This is an optimization exercise on Yosys and OpenROAD, whose aim is small area, not a production implementation. In this exercise RTL edits were held to simulation tests only and were not proved equivalent to the original. Power figures rest on the tool's default switching activity, not on a simulated workload.

<file path="config.mk">
export PLATFORM = sky130hd
export DESIGN_NAME = elevator
export DESIGN_NICKNAME = elevator
export VERILOG_FILES = /design/flow/design.v
export SDC_FILE = /design/flow/constraint.sdc
export NUM_CORES = 4
export LEC_CHECK = 0
export ABC_AREA = 1
export CAP_MARGIN = 20
export CORE_MARGIN = 2
export CORE_UTILIZATION = 40
export SLEW_MARGIN = 20
</file>
<file path="constraint.sdc">
create_clock -name core_clock -period 10.0 [get_ports {clk}]
set_input_delay 2.0000 -clock core_clock [delete_from_list [all_inputs] [get_ports {clk}]]
set_output_delay 2.0000 -clock core_clock [all_outputs]
set_load 0.01 [all_outputs]
</file>
<file path="design.v">
`timescale 1ns / 1ps
module elevator #(
    parameter COUNT_20S = 500,
    parameter COUNT_1S  = 100
)(
    input  logic        direction,
    input  logic [2:0]  req_floor,
    input  logic        clk,
    input  logic        reset,
    input  logic        emergency,
    input  logic        valid_in,
    output logic [6:0]  cathode,
    output logic [7:0]  anode,
    output logic r,
    output logic g,
    output logic b
);
localparam logic [2:0] RESET       = 3'd0;
localparam logic [2:0] IDLE        = 3'd1;
localparam logic [2:0] MOVING_UP   = 3'd2;
localparam logic [2:0] MOVING_DOWN = 3'd3;
localparam logic [2:0] DOOR_OPEN   = 3'd4;
localparam logic [2:0] DOOR_CLOSE  = 3'd5;
localparam logic [2:0] EMERGENCY   = 3'd6;
logic [2:0] state, next_state;
logic [2:0] current_floor;
logic [2:0] floor_to_go;
logic [7:1] call_up;      
logic [6:0] call_down;    
logic [7:0] calls;
logic st_reset, st_idle, st_mu, st_md, st_do, st_dc, st_em;
assign st_reset = (state == RESET);
assign st_idle  = (state == IDLE);
assign st_mu    = (state == MOVING_UP);
assign st_md    = (state == MOVING_DOWN);
assign st_do    = (state == DOOR_OPEN);
assign st_dc    = (state == DOOR_CLOSE);
assign st_em    = (state == EMERGENCY);
logic [8:0] tmr;
logic       tmr_s1, tmr_dc, en_1s, en_20s, tmr_wrap;
assign tmr_s1 = st_mu | st_md | st_do;
assign tmr_dc = st_dc;
assign en_1s  = ~tmr[8] & ~tmr[5] & ~tmr[2] & tmr[1] & ~tmr[0];
assign en_20s = (tmr == 9'b100001111);
assign tmr_wrap = tmr_s1 & en_1s;
always_ff @(posedge clk) begin
    if (!(tmr_s1 | tmr_dc))
        tmr <= 9'd0;
    else if (tmr_wrap)
        tmr <= 9'd1;
    else
        tmr <= {tmr[7:0], ~(tmr[8] ^ tmr[4])};
end
logic [7:0] cf_dec, req_dec, above, below;
always_comb begin
    for (int i = 0; i < 8; i++) begin
        cf_dec[i]  = (current_floor == i[2:0]);
        req_dec[i] = (req_floor == i[2:0]);
        above[i]   = (i[2:0] > current_floor);
        below[i]   = (i[2:0] < current_floor);
    end
end
logic at_target, stop_up, stop_down;
assign at_target = (current_floor == floor_to_go);
assign stop_up   = at_target | (|({call_up, 1'b0} & cf_dec));
assign stop_down = at_target | (|({1'b0, call_down} & cf_dec));
logic one_up_done, one_down_done;
assign one_up_done   = st_mu & ~emergency & stop_up;
assign one_down_done = st_md & ~emergency & stop_down;
logic set_up, set_down;
assign set_up   = valid_in &  direction & (current_floor < req_floor);
assign set_down = valid_in & ~direction & (current_floor > req_floor);
always_ff @(posedge clk or posedge reset) begin
    if (reset)
        call_up <= 7'b0;
    else if (set_up)
        call_up <= call_up | req_dec[7:1];
    else if (one_up_done)
        call_up <= call_up & ~cf_dec[7:1];
end
always_ff @(posedge clk or posedge reset) begin
    if (reset)
        call_down <= 7'b0;
    else if (set_down)
        call_down <= call_down | req_dec[6:0];
    else if (one_down_done)
        call_down <= call_down & ~cf_dec[6:0];
end
always_ff @(posedge clk or posedge reset) begin
    if (reset)
        calls <= 8'b0;
    else if (valid_in)
        calls <= calls | req_dec;
    else if (one_up_done | one_down_done)
        calls <= calls & ~cf_dec;
end
logic [7:0] up_vec, down_vec, sel_vec;
logic       up, down;
logic [2:0] idx, nearest_floor;
assign up_vec   = {call_up, 1'b0} & above;
assign down_vec = {1'b0, call_down} & below;
assign up   = |up_vec;
assign down = ~up & (|down_vec);
always_comb begin
    if (up)
        sel_vec = up_vec;
    else if (down)
        sel_vec = {down_vec[0], down_vec[1], down_vec[2], down_vec[3],
                   down_vec[4], down_vec[5], down_vec[6], down_vec[7]};
    else
        sel_vec = calls;
    idx = 3'd0;
    for (int i = 7; i >= 0; i--)
        if (sel_vec[i]) idx = i[2:0];
    if (down)
        nearest_floor = ~idx;
    else if (up | (|calls))
        nearest_floor = idx;
    else
        nearest_floor = current_floor;
end
always_ff @(posedge clk or posedge reset) begin
    if (reset)
        floor_to_go <= 3'd0;
    else if (st_idle | st_dc)
        floor_to_go <= nearest_floor;
end
always_ff @(posedge clk or posedge reset) begin
    if (reset)
        current_floor <= 3'd0;
    else if (en_1s & st_mu & ~emergency & ~stop_up)
        current_floor <= current_floor + 3'd1;
    else if (en_1s & st_md & ~emergency & ~stop_down)
        current_floor <= current_floor - 3'd1;
end
always_ff @(posedge clk or posedge reset) begin
    if (reset)
        state <= RESET;
    else
        state <= next_state;
end
always_comb begin
    next_state = state;
    r = 1'b0;
    g = 1'b0;
    b = 1'b0;
    case (state)
        RESET: next_state = IDLE;
        IDLE: begin
            if (emergency)                         next_state = EMERGENCY;
            else if (current_floor < floor_to_go)  next_state = MOVING_UP;
            else if (current_floor > floor_to_go)  next_state = MOVING_DOWN;
            else                                   g = 1'b1;
        end
        MOVING_UP: begin
            if (emergency)     next_state = EMERGENCY;
            else if (stop_up)  next_state = DOOR_OPEN;
            else               b = 1'b1;
        end
        MOVING_DOWN: begin
            if (emergency)       next_state = EMERGENCY;
            else if (stop_down)  next_state = DOOR_OPEN;
            else begin           r = 1'b1; g = 1'b1; end
        end
        DOOR_OPEN: begin
            if (emergency)   next_state = EMERGENCY;
            else if (en_1s)  next_state = DOOR_CLOSE;
            else begin       g = 1'b1; b = 1'b1; end
        end
        DOOR_CLOSE: begin
            if (emergency)    next_state = EMERGENCY;
            else if (en_20s)  next_state = IDLE;
            else begin        r = 1'b1; b = 1'b1; end
        end
        EMERGENCY: begin
            if (emergency)  r = 1'b1;
            else            next_state = IDLE;
        end
        default: ;
    endcase
end
assign anode = ~cf_dec;
always_comb begin
    case (current_floor)
        3'b000 : cathode = 7'b0000001;
        3'b001 : cathode = 7'b1001111;
        3'b010 : cathode = 7'b0010010;
        3'b011 : cathode = 7'b0000110;
        3'b100 : cathode = 7'b1001100;
        3'b101 : cathode = 7'b0100100;
        3'b110 : cathode = 7'b0100000;
        3'b111 : cathode = 7'b0001111;
    endcase
end
endmodule
</file>
<file path="run.sh">
#!/bin/bash
# synth_recipe.tcl (not shown) runs the flow's synth.tcl, then flattens the netlist and writes it again
# the make line also repeats each setting of config.mk as NAME=value (left out here)
make -C /OpenROAD-flow-scripts/flow DESIGN_CONFIG=/design/flow/config.mk WORK_HOME=/design/flow/orfs CLKGATE_MAP_FILE= SYNTH_SCRIPT=/design/flow/synth_recipe.tcl finish
</file>
==> metrics.md <==
| Metric | Value |
|---|---|
| Clock power frac | 29.0% |
| Switching fraction of total power | 34.48% |
| Run status | complete, no violations |
| Most used routing layer | met2 |
| Nets | 442 |
| Post-synthesis cell type count | 38 |
| Post-Syn Area | 2815 um2 |
| Final instance area | 3248 um2 |
| Final hold violation count | 0 |
| Avg WL per Cell | 14.58 um |
| Root cell of the clock tree | clkbuf_8 |
| Final setup violation count | 0 |
| Post-synthesis sequential area ratio | 33.96% |
| Synth Area per Inst | 7.127 um2 |
| # hold bufs at CTS | 0 |
| CTS Buffer Depth | 2 |
| Cell Count, Final, Fillers Out | 518 |
| Initial drt markers | 232 |
| GRT Util Overall | 20.99% |
| Fmax | 176.3 MHz |
| Core ar. | 6794 um2 |
| Antenna viol nets, final | 0 |
| Post_cts resized | 0 |
| Psw | 0.1476 mW |
| Initial antenna violation count | 0 |
| Setup TNS | 0 ns |
| Antenna diodes | 0 |
| Worst-case clock skew | 0.003833 ns |
| WL final | 7554 um |
| Gate Count Post-Synth | 395 |
| Post-DP HPWL | 5946 um |
| DRC viols | 0 |
| Internal | 0.2805 mW |
| Crit. End Element | output port |
| Ys Warns | 1 |
| IO buf count | 25 |
| Largest net degree at the start of global routing | 32 |
| CTS Sinks | 40 |
| Seq pwr share | 46.4% |
| Pre-CTS WS | 4.338 ns |
| Combinational power share | 24.6% |
| Fillers | 698 |
| Vias in the first global route | 2493 |
| Pwr Density | 131.8 nW/um2 |
| Area after DPL | 3143 um2 |
| GR Util met2 | 31.96% |
| DIE AREA | 7725 um2 |
| Worst relative slew slack | 49.73% |
| Synth Net Count | 416 |
| FFs w/ async S/R, synth | 77.50% |
| Hold_ws | 0.4308 ns |
| Clock latency on the worst-skew pair | 0.30 ns |
| Crit path launch type | input port |
| CTS tree | done |
| Area growth from synthesis to layout | 15.38% |
| Synth Register Bits | 40 |
| Met1 Use GR | 31.52% |
| Post-synth EDFFs | 0 |
| Final Cycle Share | 56.72% |
| Vias | 2700 |
| Layout cells sized above 1 | 9.716% |
| Row cnt | 30 |
| RSZ-0062 raised after global routing | no |
| Dpl cells | 510 |
| Worst IR Drop VDD | 80.96 uV |
| Measured slew at the worst slew-check pin | 0.7541 ns |
| Gr ovfl total | 0 |
| Initial Utilization | 41.44% |
| Critical path class | input port to output port |
| Die height | 87.89 um |
| GPL Wtd Cong | 0.8898 |
| First-pass GRT wire length | 12520 um |
| Drt pass-1 iters | 5 |
| Total Power | 0.4281 mW |
| Die span in x | 87.89 um |
| H-tree lvl count | 2 |
| Fin worst setup slack | 4.328 ns |
| Static Leak | 1.499 nW |
| Worst EP arrival | 3.67 ns |
| TritonCTS buffer count | 5 |
| Max-cap violations | 0 |
| Final Critical Period | 5.672 ns |
| Final Max Tran Viols | 0 |
| Setup Fix Bufs, Post-CTS | 0 |
| IO Count | 26 |
| Clock transition at the registers of the reported paths | 0.08 ns |
| WP data required | 8.00 ns |
| Max FO, Critical Path | 8 |
| Final core occ | 47.81% |
| Vias/cell | 5.212 |
| Grt met3 use | 2.262% |
| Top FF cell, synth | dfrtp_1 |
| Worst hold path type | flip-flop to flip-flop |
## worst max-delay path: stages
cell	delay, ns
clkdlybuf4s50_1	0.57
nor4_1	0.34
inv_1	0.09
nand3_1	0.13
clkdlybuf4s50_1	0.55
## cell usage after synthesis (3+ instances only)
cell	number	area, um2
a211oi_1	3	22.52
a21oi_1	32	160.2
dfrtp_1	31	775.7
dfxtp_1	9	180.2
ha_1	13	162.7
inv_1	60	225.2
inv_2	6	22.52
nand2_1	70	262.8
nand2_2	5	31.28
nand3_1	28	140.1
nand3_2	4	40.04
nand4_1	9	56.30
nor2_1	28	105.1
nor2_4	4	45.04
nor3_1	11	55.05
nor3_2	3	30.03
nor4_1	5	31.28
o21ai_0	33	165.2
o21ai_1	8	40.04
o22ai_1	3	18.77
o31ai_1	4	30.03
xor2_1	3	26.28
## worst paths after layout
kind	to	cells after the start	from	slack [ns]
setup / recovery	b	5	emergency	4.33
hold / removal	tmr[7]	2	tmr[6]	0.43
setup reg to reg	calls[7]	10	current_floor[0]	7.03
hold reg to reg	tmr[7]	2	tmr[6]	0.43
max in group asynchronous	state[0]	3	reset	7.63
min in group asynchronous	call_up[3]	3	reset	2.07
## layout make-up
cell class	count	area [um2]	area share (%)
multi-input combinational	280	1554	47.84
sequential	40	955.9	29.43
timing repair buffer	26	257.7	7.935
inverter	68	255.2	7.858
tap	96	120.1	3.698
clock buffer	6	93.84	2.889
clock inverter	2	11.26	0.3467
## cell usage in the layout, fill, tap and decap left out, types with 3 or more instances in the layout
master            n
ha_1             13
nor3_1           11
nor2_4            4
o21ai_1           8
dfxtp_1           9
o31ai_1           4
nor4_1            5
clkbuf_8          5
xor2_1            3
dfrtp_1          31
nand4_1           9
nand2_1          70
o22ai_1           3
inv_2             6
a21oi_1          32
nand3_1          28
inv_1            60
nor3_2            3
nand2_2           5
o21ai_0          33
nor2_1           28
clkdlybuf4s50_1  25
nand3_2           4
a211oi_1          3
## kinds of logic after synthesis
kind of cell	Yosys count	share of synthesized area [%]
AND/OR/NAND/NOR	174	30.36
AO/OA/AOI/OAI	90	18.13
adder cells (fa/ha/maj)	13	5.778
flip-flops	40	33.96
XOR/XNOR	3	0.9335
buffers and inverters	75	10.84
## routing by layer
| metal | wire [um] | share of wire (%) | vias up |
|---|---|---|---|
| met5 | 0 | 0 | - |
| met4 | 79 | 1.0 | 0 |
| met3 | 269 | 3.6 | 5 |
| met2 | 3379 | 45 | 70 |
| met1 | 3826 | 51 | 1256 |
| li1 | - | - | 1369 |
## sequential cells by signal (all words and copies together), names as in the netlist
register,cells
call_down,7
floor_to_go,3
calls,8
state,3
tmr,9
call_up,7
current_floor,3
## power groups by stage
stage / sequential, mW / combinational [mW] / clock, mW
after floorplan: 0.191 / 0.0808 / 0
after global placement: 0.201 / 0.104 / 0
after detailed placement: 0.201 / 0.105 / 0
after CTS: 0.198 / 0.105 / 0.127
after global routing: 0.200 / 0.119 / 0.134
final: 0.199 / 0.105 / 0.124

-- port drivers added, routing unchanged --
The flow's constraints put no driver on any port. The routed layout listed below was extracted and timed again, unchanged, in two steps.
Step 1 sets driving cells, clkbuf_16 on the clock port and buf_2 on the other inputs (assumed; they add their load-dependent delay and slew).
Step 2 adds t to the input delays and takes it off the output delays; t is the mean of the earliest and latest rising clock arrival at the registers after step 1. Input paths then give back, and output paths get back, about the clock's delay inside the block.
Slacks: ideal ports / drivers / drivers and shift; pairs: ideal ports / drivers.
shift t [ns]: 0.326
setup WS [ns]: 4.328 / 4.306 / 4.306
cell pins on the clock port's net: 1
After both steps setup and hold are still met in this run. For this run, drivers alone change the setup slack by -0.022 ns; drivers and shift together by -0.022 ns.
